This design comes from an exercise in tuning for small area on the open sky130 flow, not from production work. At most, simulation tests tie the RTL to the original design; equivalence was not proved. No activity file was given, so power comes from the tool's default toggle rates.

==> module ultrasonic_new, before the edit <==
module ultrasonic_new(clk,rst,echo,en62,endisp,latch,cur,oh,sel,seg,lt,eq);
input        clk, rst, echo;
input        en62;         
input        endisp;       
input        latch;        
input  [1:0] cur;          
input  [3:0] oh;           
output [3:0] sel;
output [7:0] seg;
output reg   lt;           
output reg   eq;           
function [3:0] inc;
input [3:0] d;
inc = {d[3] ^ (d[2] & ~d[0]), d[1] & d[0], d[0], ~d[2]};
endfunction
function is9;
input [3:0] d;
is9 = d[3] & d[2] & ~d[0];
endfunction
function [7:0] dis;
input [3:0] d;
begin
case(d)
4'b0000: dis = 8'b11111100;
4'b0001: dis = 8'b01100000;
4'b0010: dis = 8'b00000000;
4'b0011: dis = 8'b11011010;
4'b0100: dis = 8'b11111110;
4'b0101: dis = 8'b01100010;
4'b0110: dis = 8'b01100110;
4'b0111: dis = 8'b11110010;
4'b1000: dis = 8'b10110110;
4'b1001: dis = 8'b10111110;
4'b1010: dis = 8'b10100000;
4'b1011: dis = 8'b11100000;
4'b1100: dis = 8'b11110110;
4'b1101: dis = 8'b11111110;
4'b1110: dis = 8'b11110110;
4'b1111: dis = 8'b11111110;
endcase
end
endfunction
reg ebuf, flag;
always @(posedge clk)
	if (rst) begin
		ebuf <= 1'b0;
		flag <= 1'b0;
	end else begin
		ebuf <= echo;
		flag <= ebuf;
	end
wire rising = ebuf & ~flag;
reg  [8:0] c289;
wire       mm = (c289 == 9'h07f);
always @(posedge clk)
	if (rising | mm) c289 <= 9'h0;
	else             c289 <= {~c289[7:0], ~(c289[8] ^ c289[4])};
reg [3:0] d1, d2, d3, d4;
wire i1 = flag & mm;
wire i2 = i1 & is9(d1);
wire i3 = i2 & is9(d2);
wire i4 = i3 & is9(d3);
always @(posedge clk)
	if (rst | rising) begin
		d1 <= 4'b0000; d2 <= 4'b0000; d3 <= 4'b0000; d4 <= 4'b0000;
	end else begin
		if (i1) d1 <= inc(d1);
		if (i2) d2 <= inc(d2);
		if (i3) d3 <= inc(d3);
		if (i4) d4 <= inc(d4);
	end
reg [3:0] l1, l2, l3, l4;
reg       all;
always @(posedge clk)
	if (rst) begin
		l1 <= 4'b0000; l2 <= 4'b0000; l3 <= 4'b0000; l4 <= 4'b0010;
		all <= 1'b0;
	end else if (endisp) begin
		all <= flag;
		if (flag) begin
			l1 <= 4'b0000; l2 <= 4'b0000; l3 <= 4'b0000; l4 <= 4'b0000;
		end else if (latch) begin
			l1 <= d1; l2 <= d2; l3 <= d3; l4 <= d4;
		end
	end
wire l4z  = ~l4[3] & ~l4[2] & ~l4[0];              
wire l3lo = ~l3[3] & ~l3[2] & ~l3[1];              
wire clt  = l4z & l3lo & (~l3[0] | ~l2[3]);        
wire ceq  = l4z & l3lo & l3[0] & l2[3] & ~l2[2] & ~l2[0]
            & ~l1[3] & ~l1[2] & ~l1[0];            
always @(posedge clk)
	if (rst) begin
		lt <= 1'b1;
		eq <= 1'b0;
	end else if (en62) begin
		lt <= clt;
		eq <= ceq;
	end
reg [3:0] shown;
always @(*)
	case (cur)
	2'd0: shown = l1;
	2'd1: shown = l2;
	2'd2: shown = l3;
	default: shown = l4;
	endcase
assign seg = dis(shown);
assign sel = {4{all}} | oh;
endmodule
==> module bizhang, before the edit <==
module bizhang(clk,rst,left_wheel_PWM_OUT,right_wheel_PWM_OUT,l_lt,l_eq,r_lt,r_eq,m_lt,fire,steering_engine_PWM_OUT,switch);
		input		clk;
		input		rst;
		input		l_lt, l_eq;      
		input		r_lt, r_eq;      
		input		m_lt;            
		input		[3:0]switch;
		input		[3:0]fire;
		output reg right_wheel_PWM_OUT;
		output reg left_wheel_PWM_OUT;
		output reg steering_engine_PWM_OUT;
reg [9:0] w;
reg [9:0] wlim;
always @(*)
	case (switch)
	4'b0000: wlim = 10'd440;
	4'b0001: wlim = 10'd450;
	4'b0011: wlim = 10'd460;
	4'b0111: wlim = 10'd470;
	4'b1111: wlim = 10'd480;
	default: wlim = 10'd200;
	endcase
wire rev = m_lt || (fire == 4'b1111);
always @(posedge clk)
	if (rst) begin
		w <= 10'd0;
		right_wheel_PWM_OUT <= 1'b0;
		left_wheel_PWM_OUT  <= 1'b0;
	end else if (w <= 10'd904) begin
		w <= w + 10'd1;
		right_wheel_PWM_OUT <= ~rev & (w <= wlim);
		left_wheel_PWM_OUT  <= rev & (w <= 10'd300);
	end else
		w <= 10'd0;
localparam K0 = 3'd6, K55 = 3'd0, K70 = 3'd1, K80 = 3'd3, K85 = 3'd2;
reg [9:0]  sh;
reg [9:0]  sl;
reg [2:0]  k;
reg        hi;
wire       sl0   = (sl == 10'h000);
wire       swrap = (sh == 10'd1001);               
always @(*)
	case (k)
	K55:     hi = (sh <= 10'd55);
	K70:     hi = (sh <= 10'd70);
	K80:     hi = (sh <= 10'd80);
	K85:     hi = (sh <= 10'd85);
	default: hi = (sh == 10'd0);
	endcase
wire l_gt = ~l_lt & ~l_eq;
wire r_gt = ~r_lt & ~r_eq;
always @(posedge clk)
	if (rst | swrap) begin
		sh <= 10'd0;
		sl <= 10'h0;
	end else if (sl0) begin
		sh <= sh + 10'd1;
		sl <= 10'h3f0;
	end else
		sl <= {~sl[8:0], sl[9] ^ sl[6]};
always @(posedge clk)
	if (rst) begin
		k <= K0;
		steering_engine_PWM_OUT <= 1'b0;
	end else if (~swrap) begin
		if (l_lt) begin
			k <= K55;
			steering_engine_PWM_OUT <= hi;
		end else if (r_lt) begin
			k <= K85;
			steering_engine_PWM_OUT <= hi;
		end else if (l_gt && r_gt) begin
			if (~fire[1] | ~fire[2]) k <= K70;
			else if (~fire[0])       k <= K80;
			else if (~fire[3])       k <= K55;
			else                     k <= K70;
			steering_engine_PWM_OUT <= hi;
		end
	end
endmodule
export LEC_CHECK = 0
export CAP_MARGIN = 0
export CORE_MARGIN = 2
export CORE_UTILIZATION = 60
export GPL_TIMING_DRIVEN = 0
export SLEW_MARGIN = 0
create_clock -name core_clock -period 20.0 [get_ports {clk}]
standard.sh (not shown) runs the stock make flow with config.mk's settings and CLKGATE_MAP_FILE= SYNTH_SCRIPT=/design/flow/synth_recipe.tcl, a recipe that flattens the netlist after the stock synthesis.
==> flow/flow/run.sh <==
#!/bin/bash
# Own layout flow: the standard synthesis; then the combinational logic
# between the (unchanged) registers is re-mapped by ABC for area (several
# ABC runs in parallel, the smallest result kept); then the standard ORFS
# layout steps with 1x port buffers, no tie-cell fanout repair and the
# clock tree settings in cts.args. Each tool's output goes to a log file here.
set -euo pipefail
W=$(pwd)
R=$W/orfs/results/$FLOW_PLATFORM/car/base
LIB=$FLOW_HOME/platforms/$FLOW_PLATFORM/lib/sky130_fd_sc_hd__tt_025C_1v80.lib

# 1. standard synthesis
bash standard.sh synth > $W/flow_synth.log 2>&1

# 2. area re-mapping of the logic; registers and tie cells are kept as they are
DU=$(sed -n '/^export DONT_USE_CELLS/,/^$/p' $FLOW_HOME/platforms/$FLOW_PLATFORM/config.mk \
     | tr -d '\\' | tr ' \t' '\n\n' | grep '^sky130' | sed 's/^/-dont_use /' | tr '\n' ' ')
cp $R/1_2_yosys.v $W/std_synth.v
for i in 0 1 2 3; do
  if [[ $i == 3 ]]; then cp $W/flow/area_fast.abc $W/area_$i.abc
  else sed "s/@SEED@/$i/" $W/flow/area.abc > $W/area_$i.abc; fi
  cat > $W/remap_$i.ys <<EOT
read_liberty -ignore_miss_func $LIB
blackbox sky130_fd_sc_hd__df* sky130_fd_sc_hd__conb_1
read_verilog $W/std_synth.v
hierarchy -top $FLOW_TOP
flatten
delete t:\$scopeinfo
opt_clean
opt
abc -script $W/area_$i.abc -liberty $LIB $DU
opt_clean -purge
read_liberty -lib -overwrite $LIB
hilomap -singleton -hicell sky130_fd_sc_hd__conb_1 HI -locell sky130_fd_sc_hd__conb_1 LO
splitnets
opt_clean -purge
tee -o $W/remap_stat_$i.txt stat -liberty $LIB
check -assert -mapped
write_verilog -noattr -nohex -nodec $W/remap_$i.v
EOT
  yosys -s $W/remap_$i.ys > $W/flow_remap_$i.log 2>&1 &
done
wait
best=""; barea=""
for i in 0 1 2 3; do
  if [[ -s $W/remap_$i.v ]] && grep -q "Chip area" $W/remap_stat_$i.txt; then
    a=$(grep "Chip area" $W/remap_stat_$i.txt | awk '{print $NF}')
    echo "remap $i: $a" >> $W/remap_choice.txt
    if [[ -z "$best" ]] || awk -v a="$a" -v b="$barea" 'BEGIN{exit !(a<b)}'; then best=$i; barea=$a; fi
  fi
done
echo "kept remap $best ($barea)" >> $W/remap_choice.txt
cp $W/remap_$best.v $R/1_2_yosys.v
touch $R/1_2_yosys.v

# 3. layout
export BUFFER_PORTS_ARGS="-buffer_cell sky130_fd_sc_hd__buf_1"
export SKIP_REPAIR_TIE_FANOUT=1
export CTS_ARGS="$(cat $W/flow/cts.args)"
bash standard.sh finish > $W/flow_finish.log 2>&1
Other scripts of this flow, unchanged in this note and not shown: flow/flow/area.abc, flow/flow/area_fast.abc, flow/flow/cts.args
==> next run, changes <==
--- a/flow/design.v
+++ b/flow/design.v
@@ -59,7 +59,7 @@
 reg  [8:0] c289;
 wire       mm = (c289 == 9'h07f);
 always @(posedge clk)
-	if (rising | mm) c289 <= 9'h0;
+	if (rst | rising | mm) c289 <= 9'h0;
 	else             c289 <= {~c289[7:0], ~(c289[8] ^ c289[4])};
 reg [3:0] d1, d2, d3, d4;
 wire i1 = flag & mm;
@@ -124,29 +124,38 @@
 		output reg right_wheel_PWM_OUT;
 		output reg left_wheel_PWM_OUT;
 		output reg steering_engine_PWM_OUT;
-reg [9:0] w;
-reg [9:0] wlim;
+reg [3:0] wl;
+reg [6:0] wh;
+reg [6:0] wlim;
 always @(*)
 	case (switch)
-	4'b0000: wlim = 10'd440;
-	4'b0001: wlim = 10'd450;
-	4'b0011: wlim = 10'd460;
-	4'b0111: wlim = 10'd470;
-	4'b1111: wlim = 10'd480;
-	default: wlim = 10'd200;
+	4'b0000: wlim = 7'd44;
+	4'b0001: wlim = 7'd45;
+	4'b0011: wlim = 7'd46;
+	4'b0111: wlim = 7'd47;
+	4'b1111: wlim = 7'd48;
+	default: wlim = 7'd20;
 	endcase
-wire rev = m_lt || (fire == 4'b1111);
-always @(posedge clk)
-	if (rst) begin
-		w <= 10'd0;
+wire rev   = m_lt || (fire == 4'b1111);
+wire wl0   = (wl == 4'h0);
+wire wwrap = (wh == 7'd91) & (wl == 4'hc);         
+always @(posedge clk)
+	if (rst | wwrap) begin
+		wl <= 4'h0;
+		wh <= 7'd0;
+	end else if (wl0) begin
+		wl <= 4'hd;
+		wh <= wh + 7'd1;
+	end else
+		wl <= {~wl[2:0], wl[3] ^ wl[2]};
+always @(posedge clk)
+	if (rst) begin
 		right_wheel_PWM_OUT <= 1'b0;
 		left_wheel_PWM_OUT  <= 1'b0;
-	end else if (w <= 10'd904) begin
-		w <= w + 10'd1;
-		right_wheel_PWM_OUT <= ~rev & (w <= wlim);
-		left_wheel_PWM_OUT  <= rev & (w <= 10'd300);
-	end else
-		w <= 10'd0;
+	end else if (~wwrap) begin
+		right_wheel_PWM_OUT <= ~rev & (wh <= wlim);
+		left_wheel_PWM_OUT  <= rev & (wh <= 7'd30);
+	end
 localparam K0 = 3'd6, K55 = 3'd0, K70 = 3'd1, K80 = 3'd3, K85 = 3'd2;
 reg [9:0]  sh;
 reg [9:0]  sl;
What happened: Sequential power is lower slightly. Final area is lower slightly. Power is lower slightly. Global-route usage barely changes. Die area is lower slightly. Final cell count is higher slightly.
For the first run of this note, only the layout was checked, not whether the RTL still works.

[separate check: timing with driven ports]
How much do the figures lean on ideal ports? The routed layouts below were timed once more, with nothing changed but the port constraints.
Step 1 sets driving cells, clkbuf_16 on the clock port and buf_2 on the other inputs (assumed; they add their load-dependent delay and slew).
Step 2 adds t to the input delays and takes it off the output delays; t is the mean of the earliest and latest rising clock arrival at the registers after step 1. Input paths then give back, and output paths get back, about the clock's delay inside the block.
a / b / c = ideal / step 1 / step 2; a / b = the first two.
run | shift t [ns] | setup slack, ns | latest minus earliest clock arrival (ns) | cell pins on the clock port's net
the first run | 0.649 | 12.977 / 12.942 / 13.220 | 0.028 / 0.028 | 1
the second run | 0.663 | 12.536 / 12.502 / 13.157 | 0.055 / 0.055 | 1
After both steps setup and hold are still met in every run listed.
